What follows belongs to an exercise in optimizing a design on an open flow for small area and a short achievable clock period; a production flow would make more cautious choices. Where RTL was checked, it was by simulation tests only, not by an equivalence proof against the original. Power is estimated from default activity; no workload was simulated.

// shifter_io_wrapper
module shifter_io_wrapper #(
    parameter integer WIDTH = 32,
    parameter integer BLOCK = 16
)(
    input  wire             clk,
    input  wire             v_in,
    input  wire [1:0]       opcode,
    input  wire [4:0]       shamt,
    input  wire [31:0]      din,
    output reg  [31:0]      dout,
    output reg              v_out
);
    integer i;
    wire is_left = (opcode == 2'b00);
    wire fill    = (opcode == 2'b10) & din[31];
    reg [31:0] a0;
    always @* for (i = 0; i < 32; i = i + 1) a0[i] = is_left ? din[31-i] : din[i];
    wire [31:0] a1 = shamt[4] ? {{16{fill}}, a0[31:16]} : a0;
    wire [31:0] a2 = shamt[3] ? {{8{fill}},  a1[31:8]}  : a1;
    wire [31:0] a3 = shamt[2] ? {{4{fill}},  a2[31:4]}  : a2;
    reg [31:0] m_data;
    reg [1:0]  m_sh;
    reg        m_fill, m_left, m_v;
    always @(posedge clk) begin
        m_data <= a3;
        m_sh   <= shamt[1:0];
        m_fill <= fill;
        m_left <= is_left;
        m_v    <= v_in;
    end
    wire [31:0] b1 = m_sh[1] ? {{2{m_fill}}, m_data[31:2]} : m_data;
    wire [31:0] b2 = m_sh[0] ? {m_fill, b1[31:1]} : b1;
    reg [31:0] b3;
    always @* for (i = 0; i < 32; i = i + 1) b3[i] = m_left ? b2[31-i] : b2[i];
    always @(posedge clk) begin
        dout  <= b3;
        v_out <= m_v;
    end
endmodule
Size in the first run: ~70 flip-flops, about 74 I/O pins.
export LEC_CHECK = 0
export ABC_AREA = 1
export CAP_MARGIN = 20
export CORE_MARGIN = 2
export CORE_UTILIZATION = 40
export SLEW_MARGIN = 20
create_clock -name core_clock -period 2.5 [get_ports {clk}]
run.sh (not shown) runs the stock make flow with config.mk's settings and CLKGATE_MAP_FILE= SYNTH_SCRIPT=/design/flow/synth_recipe.tcl, a recipe that flattens the netlist after the stock synthesis.
==> next run, changes <==
==> flow/flow/run.sh (new file) <==
#!/bin/bash
# Standard ORFS layout; only the cell used for the port buffers differs.
set -euo pipefail
bash standard.sh "BUFFER_PORTS_ARGS=-buffer_cell sky130_fd_sc_hd__buf_1" finish > standard_flow.log 2>&1
==> flow/standard.sh (new file) <==
#!/bin/bash
# synth_recipe.tcl (not shown) runs the flow's synth.tcl, then flattens the netlist and writes it again
# the make line also repeats each setting of config.mk as NAME=value (left out here)
make -C /OpenROAD-flow-scripts/flow DESIGN_CONFIG=/design/flow/config.mk WORK_HOME=/design/flow/orfs CLKGATE_MAP_FILE= SYNTH_SCRIPT=/design/flow/synth_recipe.tcl "${@:-finish}"
SETUP_SLACK_MARGIN = 0.8   (was default)
removed: flow/run.sh
What happened: Clock skew is about the same; cell count came out lower by 0.49%; sequential power hardly moves; power rises by 6.8%; cell area falls by 8.1%; worst setup slack is better by 0.27 ns; wire length is lower by 3.4%; clock power came out higher by 43%; global-route usage shrinks by 0.72 points.
==> next run, changes <==
==> flow/run.sh (new file) <==
#!/bin/bash
# synth_recipe.tcl (not shown) runs the flow's synth.tcl, then flattens the netlist and writes it again
# the make line also repeats each setting of config.mk as NAME=value (left out here)
make -C /OpenROAD-flow-scripts/flow DESIGN_CONFIG=/design/flow/config.mk WORK_HOME=/design/flow/orfs CLKGATE_MAP_FILE= SYNTH_SCRIPT=/design/flow/synth_recipe.tcl finish
ABC_AREA = default   (was 1)
SETUP_SLACK_MARGIN = 0.5   (was 0.8)
removed: flow/flow/run.sh
removed: flow/standard.sh
Design area increases by about 21%.
Total power rose by about 7%.
Global-route usage grows by 2.1 points.
Combinational power goes up by 48%.
Die area rises by 1.3%.
Flip-flop and latch count is unchanged.
Non-clock buffer count went up by 42.
Routed wire length rises by about 14%.
==> next run, changes <==
==> flow/flow/run.sh (new file) <==
#!/bin/bash
# Standard ORFS layout; only the cell used for the port buffers differs.
set -euo pipefail
bash standard.sh "BUFFER_PORTS_ARGS=-buffer_cell sky130_fd_sc_hd__buf_1" finish > standard_flow.log 2>&1
==> flow/standard.sh (new file) <==
#!/bin/bash
# synth_recipe.tcl (not shown) runs the flow's synth.tcl, then flattens the netlist and writes it again
# the make line also repeats each setting of config.mk as NAME=value (left out here)
make -C /OpenROAD-flow-scripts/flow DESIGN_CONFIG=/design/flow/config.mk WORK_HOME=/design/flow/orfs CLKGATE_MAP_FILE= SYNTH_SCRIPT=/design/flow/synth_recipe.tcl "${@:-finish}"
ABC_AREA = 1   (was default)
SETUP_SLACK_MARGIN = default   (was 0.5)
removed: flow/run.sh
After rerunning: The changed run ran to the end with no violations; first-iteration DRC count fell by about a fifth; sequential power came out lower by a few percent; hold slack loses 0.098 ns; non-clock buffer count drops by 42; maximum frequency went up by about a fifth; setup slack is better by 0.25 ns; wire length came out lower by roughly a tenth; power came out lower by a few percent; via count came out higher by roughly a tenth; design area came out lower by about a fifth.
Function was not checked in any run of this note: the RTL went through the layout flow alone.

---

build 50:
shifter_io_wrapper, a different RTL version from the one above (not shown whole).
Size: ~74 I/O pins, roughly 0.0031 mm2 of cells after synthesis.
export LEC_CHECK = 0
export CAP_MARGIN = 20
export CORE_MARGIN = 2
export CORE_UTILIZATION = 40
export SETUP_SLACK_MARGIN = 1.05
export SLEW_MARGIN = 20
export SYNTH_HIERARCHICAL = 1
create_clock -name core_clock -period 2.5 [get_ports {clk}]
standard.sh (not shown) runs the stock make flow with config.mk's settings and CLKGATE_MAP_FILE= SYNTH_SCRIPT=/design/flow/synth_recipe.tcl, a recipe that flattens the netlist after the stock synthesis.
==> flow/flow/run.sh <==
#!/bin/bash
# Standard ORFS layout; only the cell used for the port buffers differs.
set -euo pipefail
bash standard.sh "BUFFER_PORTS_ARGS=-buffer_cell sky130_fd_sc_hd__buf_1" finish > standard_flow.log 2>&1
#### Input delta (build 45 over build 50)
# build 50
export LEC_CHECK = 0
export CAP_MARGIN = 20
export CORE_MARGIN = 2
export CORE_UTILIZATION = 40
export SETUP_SLACK_MARGIN = 1.05
export SLEW_MARGIN = 20
export SYNTH_HIERARCHICAL = 1
create_clock -name core_clock -period 2.5 [get_ports {clk}]
# build 45
export LEC_CHECK = 0
export CAP_MARGIN = 20
export CORE_MARGIN = 2
export CORE_UTILIZATION = 50
export SETUP_SLACK_MARGIN = 1.1
export SLEW_MARGIN = 20
export SYNTH_HIERARCHICAL = 1
create_clock -name core_clock -period 2.5 [get_ports {clk}]
==> flow/flow/run.sh <==
#!/bin/bash
# Standard ORFS layout, with the port buffers made of the smallest buffer and
# a clock tree built without dummy balancing loads.
set -euo pipefail
bash standard.sh "BUFFER_PORTS_ARGS=-buffer_cell sky130_fd_sc_hd__buf_1" \
  "CTS_ARGS=-sink_clustering_enable -repair_clock_nets -dont_use_dummy_load -buf_list {sky130_fd_sc_hd__clkbuf_2 sky130_fd_sc_hd__clkbuf_4}" finish > standard_flow.log 2>&1
[summary]
Build 45 ended with every stage complete and zero timing, DRC or antenna violations. Build 45 vs build 50, clock-buffer cell count went down by 1. Higher cell area reported after detailed placement was reported by build 50, not build 45. Measured against each other, build 50 and build 45 differ in post-cts repair resize count, the lower figure coming from build 45. Build 45 against build 50: filler-free cell count of the finished design went down by about 7%; die area went down by 0.0016 mm2. Going from build 50 to build 45, worst-case vdd ir drop grew by more than 10%. Relative to build 50, the final cell area reported for build 45 is lower. Looking only at overall power of the completed layout, and setting everything else aside, the lower value of build 50 and build 45 goes to build 45. In build 45, the fraction of area in registers came out 1.2 points above the value in build 50.
Inputs modified between build 45 and build 53:
==> flow/flow/run.sh <==
#!/bin/bash
# Standard ORFS layout, with the port buffers made of the smallest buffer and
# a clock tree built without dummy balancing loads.
set -euo pipefail
bash standard.sh "BUFFER_PORTS_ARGS=-buffer_cell sky130_fd_sc_hd__buf_1" \
  "CTS_ARGS=-sink_clustering_enable -repair_clock_nets -dont_use_dummy_load -buf_list sky130_fd_sc_hd__clkbuf_4" RECOVER_POWER=50 finish > standard_flow.log 2>&1
==> results.txt <==
In the metrics for build 45 and build 53, the one carrying the higher clock latency of the later-clocked register in the worst-skew pair is build 45.
The run showing the smaller static leakage is build 53.
Diff build 45..build 53 | clock tree cell share of total cell area | negligible

---

Another version of the RTL of shifter_io_wrapper (not shown whole).
Size in the first run: about 320 cells after synthesis, ~77 flip-flops, ~74 I/O pins.
Settings: LEC_CHECK=0, CAP_MARGIN=20, CORE_MARGIN=2, CORE_UTILIZATION=40, SETUP_SLACK_MARGIN=1.1, SLEW_MARGIN=20, SYNTH_HIERARCHICAL=1; clock period 2.5 ns.
==> flow/flow/run.sh <==
#!/bin/bash
# Standard ORFS layout, with the port buffers made of the smallest buffer and
# a clock tree built without dummy balancing loads.
set -euo pipefail
bash standard.sh "BUFFER_PORTS_ARGS=-buffer_cell sky130_fd_sc_hd__buf_1" \
  "CTS_ARGS=-sink_clustering_enable -repair_clock_nets -dont_use_dummy_load -buf_list sky130_fd_sc_hd__clkbuf_4" finish > standard_flow.log 2>&1
The starting point finished clean.
Then changed:
==> flow/flow/run.sh (replaced) <==
#!/bin/bash
# Standard ORFS layout, with the port buffers made of the smallest buffer and
# a clock tree built without dummy balancing loads.
set -euo pipefail
bash standard.sh "BUFFER_PORTS_ARGS=-buffer_cell sky130_fd_sc_hd__buf_1" \
  "CTS_ARGS=-sink_clustering_enable -repair_clock_nets -dont_use_dummy_load -buf_list {sky130_fd_sc_hd__clkbuf_4 sky130_fd_sc_hd__clkbuf_8}" finish > standard_flow.log 2>&1
Settings changed: CORE_UTILIZATION 40 to 50.
Result: The changed run finished with timing, DRC and antenna clean; power rises by 3.1%; synthesized cell count is unchanged; clock power rises by 36%; synthesized area is unchanged; register-to-register slack gets better by 20 ps; worst setup slack gets better by 22 ps; cell count falls by 5.9%.
Then changed:
==> flow/flow/run.sh (replaced) <==
#!/bin/bash
# Standard ORFS layout, with the port buffers made of the smallest buffer and
# a clock tree built without dummy balancing loads.
set -euo pipefail
bash standard.sh "BUFFER_PORTS_ARGS=-buffer_cell sky130_fd_sc_hd__buf_1" \
  "CTS_ARGS=-sink_clustering_enable -repair_clock_nets -dont_use_dummy_load -buf_list sky130_fd_sc_hd__clkbuf_4" finish > standard_flow.log 2>&1
Settings changed: CORE_UTILIZATION 50 to 55, SETUP_SLACK_MARGIN 1.1 to 1.13.
First-iteration DRC count drops by about 0.38%.
Global-route usage climbs by 1.1 points.
Die area drops by about 9%.
Via count climbs by 1.1%.
Maximum frequency drops by about 2%.
Design area drops by 1.6%.
Area after synthesis stays the same.
Power drops by 6.7%.
Count of clock-buffer cells in the layout is unchanged.
Critical path depth is unchanged.

---

The RTL this note starts from:
==> flow/design.v <==
module mux_inv (
    input  wire a,
    input  wire b,
    input  wire s,
    input  wire sn,
    output wire y
);
    assign y = ~((a | s) & (b | sn));
endmodule
module mux_buf (
    input  wire a,
    input  wire b,
    input  wire s,
    input  wire sn,
    output wire y
);
    assign y = (a | s) & (b | sn);
endmodule
module nor2_cell (
    input  wire a,
    input  wire b,
    output wire y
);
    assign y = ~(a | b);
endmodule
module or2_cell (
    input  wire a,
    input  wire b,
    output wire y
);
    assign y = a | b;
endmodule
module inv_cell (
    input  wire a,
    output wire y
);
    assign y = ~a;
endmodule
module shifter_io_wrapper #(
    parameter integer WIDTH = 32,
    parameter integer BLOCK = 16
)(
    input  wire             clk,
    input  wire             v_in,
    input  wire [1:0]       opcode,
    input  wire [4:0]       shamt,
    input  wire [31:0]      din,
    output reg  [31:0]      dout,
    output reg              v_out
);
    genvar i;
    wire [1:0] is_left, is_leftn;
    nor2_cell u_l0  (.a(opcode[1]), .b(opcode[0]), .y(is_left[0]));
    nor2_cell u_l1  (.a(opcode[1]), .b(opcode[0]), .y(is_left[1]));
    or2_cell  u_ln0 (.a(opcode[1]), .b(opcode[0]), .y(is_leftn[0]));
    or2_cell  u_ln1 (.a(opcode[1]), .b(opcode[0]), .y(is_leftn[1]));
    wire fill     = (opcode == 2'b10) & din[31];
    wire filln    = ~fill;
    wire [4:3] shn = ~shamt[4:3];
    wire [31:0] d1;    
    wire [31:0] d2;    
    wire [31:0] d3;    
    generate
        for (i = 0; i < 32; i = i + 1) begin : g_s1
            mux_inv u_rev (.a(din[i]), .b(din[31-i]), .s(is_left[i / 16]), .sn(is_leftn[i / 16]), .y(d1[i]));
            mux_inv u_16 (.a(d1[i]), .b(i + 16 < 32 ? d1[(i + 16) % 32] : filln),
                          .s(shamt[4]), .sn(shn[4]), .y(d2[i]));
            mux_inv u_8  (.a(d2[i]), .b(i + 8 < 32 ? d2[(i + 8) % 32] : fill),
                          .s(shamt[3]), .sn(shn[3]), .y(d3[i]));
        end
    endgenerate
    wire shn2b, sh2b;
    inv_cell u_shn2b (.a(shamt[2]), .y(shn2b));
    inv_cell u_sh2b  (.a(shn2b), .y(sh2b));
    reg [31:0] m_datan;             
    reg [2:0]  m_sh, m_shn;
    reg        m_sh2b, m_shn2b;     
    reg        m_left, m_leftn;
    reg        m_fill, m_v;
    always @(posedge clk) begin
        m_datan <= d3;
        m_sh    <= shamt[2:0];
        m_shn   <= ~shamt[2:0];
        m_sh2b  <= sh2b;
        m_shn2b <= shn2b;
        m_left  <= is_left[0];
        m_leftn <= is_leftn[0];
        m_fill  <= fill;
        m_v     <= v_in;
    end
    wire m_filln = ~m_fill;
    wire [31:0] e1;    
    wire [31:0] e2;    
    wire [31:0] e3;    
    wire [31:0] e4;    
    generate
        for (i = 0; i < 32; i = i + 1) begin : g_s2
            mux_inv u_4   (.a(m_datan[i]), .b(i + 4 < 32 ? m_datan[(i + 4) % 32] : m_filln),
                           .s(i < 16 ? m_sh[2] : m_sh2b), .sn(i < 16 ? m_shn[2] : m_shn2b), .y(e1[i]));
            mux_inv u_2   (.a(e1[i]), .b(i + 2 < 32 ? e1[(i + 2) % 32] : m_fill),
                           .s(m_sh[1]), .sn(m_shn[1]), .y(e2[i]));
            mux_inv u_1   (.a(e2[i]), .b(i + 1 < 32 ? e2[(i + 1) % 32] : m_filln),
                           .s(m_sh[0]), .sn(m_shn[0]), .y(e3[i]));
            mux_buf u_rev (.a(e3[i]), .b(e3[31-i]), .s(m_left), .sn(m_leftn), .y(e4[i]));
        end
    endgenerate
    always @(posedge clk) begin
        dout  <= e4;
        v_out <= m_v;
    end
endmodule
Settings: LEC_CHECK=0, CAP_MARGIN=20, CORE_MARGIN=2, CORE_UTILIZATION=50, SETUP_SLACK_MARGIN=1.1, SLEW_MARGIN=20, SYNTH_HIERARCHICAL=1, TNS_END_PERCENT=100; clock period 2.5 ns.
==> flow/flow/run.sh <==
#!/bin/bash
# Standard ORFS layout, with the port buffers made of the smallest buffer and
# a clock tree built without dummy balancing loads.
set -euo pipefail
bash standard.sh "BUFFER_PORTS_ARGS=-buffer_cell sky130_fd_sc_hd__buf_1" \
  "CTS_ARGS=-sink_clustering_enable -repair_clock_nets -dont_use_dummy_load -buf_list sky130_fd_sc_hd__clkbuf_4" finish > standard_flow.log 2>&1
Change:
==> flow/flow/run.sh (replaced) <==
#!/bin/bash
# Standard ORFS layout, with the port buffers made of the smallest buffer and
# a clock tree built without dummy balancing loads.
set -euo pipefail
bash standard.sh "BUFFER_PORTS_ARGS=-buffer_cell sky130_fd_sc_hd__buf_1" \
  "CTS_ARGS=-sink_clustering_enable -repair_clock_nets -dont_use_dummy_load" finish > standard_flow.log 2>&1
--- a/flow/config.mk
+++ b/flow/config.mk
@@ -8,7 +8,6 @@
 export CAP_MARGIN = 20
 export CORE_MARGIN = 2
-export CORE_UTILIZATION = 50
-export SETUP_SLACK_MARGIN = 1.1
+export CORE_UTILIZATION = 40
+export SETUP_SLACK_MARGIN = 1.15
 export SLEW_MARGIN = 20
 export SYNTH_HIERARCHICAL = 1
-export TNS_END_PERCENT = 100
Result:
- The new run completed without violations
- wire length increases by about 7%
- core utilization goes down by 11 points
- area after synthesis stays the same
- final area increases by about 4.6%
- final cell count rose by about 7%
- via count climbs by 2.3%
- clock-buffer cell count does not change
- global-route usage is lower by 4.0 points
- first-iteration DRC count is higher by 2.6%
Change:
==> flow/flow/run.sh (replaced) <==
#!/bin/bash
# Standard ORFS layout; only the cell used for the port buffers differs.
set -euo pipefail
bash standard.sh "BUFFER_PORTS_ARGS=-buffer_cell sky130_fd_sc_hd__buf_1" finish > standard_flow.log 2>&1
--- a/flow/config.mk
+++ b/flow/config.mk
@@ -9,5 +9,5 @@
 export CORE_MARGIN = 2
 export CORE_UTILIZATION = 40
-export SETUP_SLACK_MARGIN = 1.15
+export SETUP_SLACK_MARGIN = 0.8
 export SLEW_MARGIN = 20
 export SYNTH_HIERARCHICAL = 1
Final cell count is about the same. Worst hold slack loses 0.014 ns. Die area is unchanged. Power climbs by a few percent. Non-clock buffer count drops by 5. Routed wire length drops by a few percent.

==> static timing again, ports no longer ideal <==
The flow's constraints put no driver on any port. The routed layouts listed below were extracted and timed again, unchanged, in two steps. Step 1, drivers: a clkbuf_16 drives clk and a buf_2 each remaining input, both assumed. Step 2 adds t to the input delays and takes it off the output delays; t is the mean of the earliest and latest rising clock arrival at the registers after step 1. Input paths then give back, and output paths get back, about the clock's delay inside the block. a / b / c = no drivers / after step 1 / after step 2; a / b = the first two.
| run | t (ns) | setup slack, ns | worst setup path after step 2 |
|---|---|---|---|
| the first run of note 1 | 0.361 | 0.649 / 0.660 / 0.299 | input to register |
| the second run of note 1 | 0.374 | 0.919 / 0.919 / 0.611 | input to register |
| the third run of note 1 | 0.362 | 0.525 / 0.534 / 0.172 | input to register |
| the fourth run of note 1 | 0.371 | 0.779 / 0.779 / 0.487 | input to register |
| build 50 | 0.367 | 1.123 / 1.123 / 0.779 | input to register |
| build 45 | 0.427 | 1.144 / 1.117 / 0.758 | input to register |
| build 53 | 0.415 | 0.660 / 0.667 / 0.252 | input to register |
| the first run of note 3 | 0.417 | 1.120 / 1.120 / 0.718 | input to register |
| the second run of note 3 | 0.358 | 1.142 / 1.142 / 0.820 | input to register |
| the third run of note 3 | 0.411 | 1.113 / 1.113 / 0.772 | input to register |
| the first run of note 4 | 0.427 | 1.144 / 1.117 / 0.758 | input to register |
| the second run of note 4 | 0.364 | 1.141 / 1.141 / 0.840 | input to register |
| the third run of note 4 | 0.372 | 0.941 / 0.941 / 0.586 | input to register |
After both steps every run listed still meets setup and hold. For build 53, which loses most, drivers alone change the setup slack by +0.007 ns; drivers and shift together by -0.408 ns.
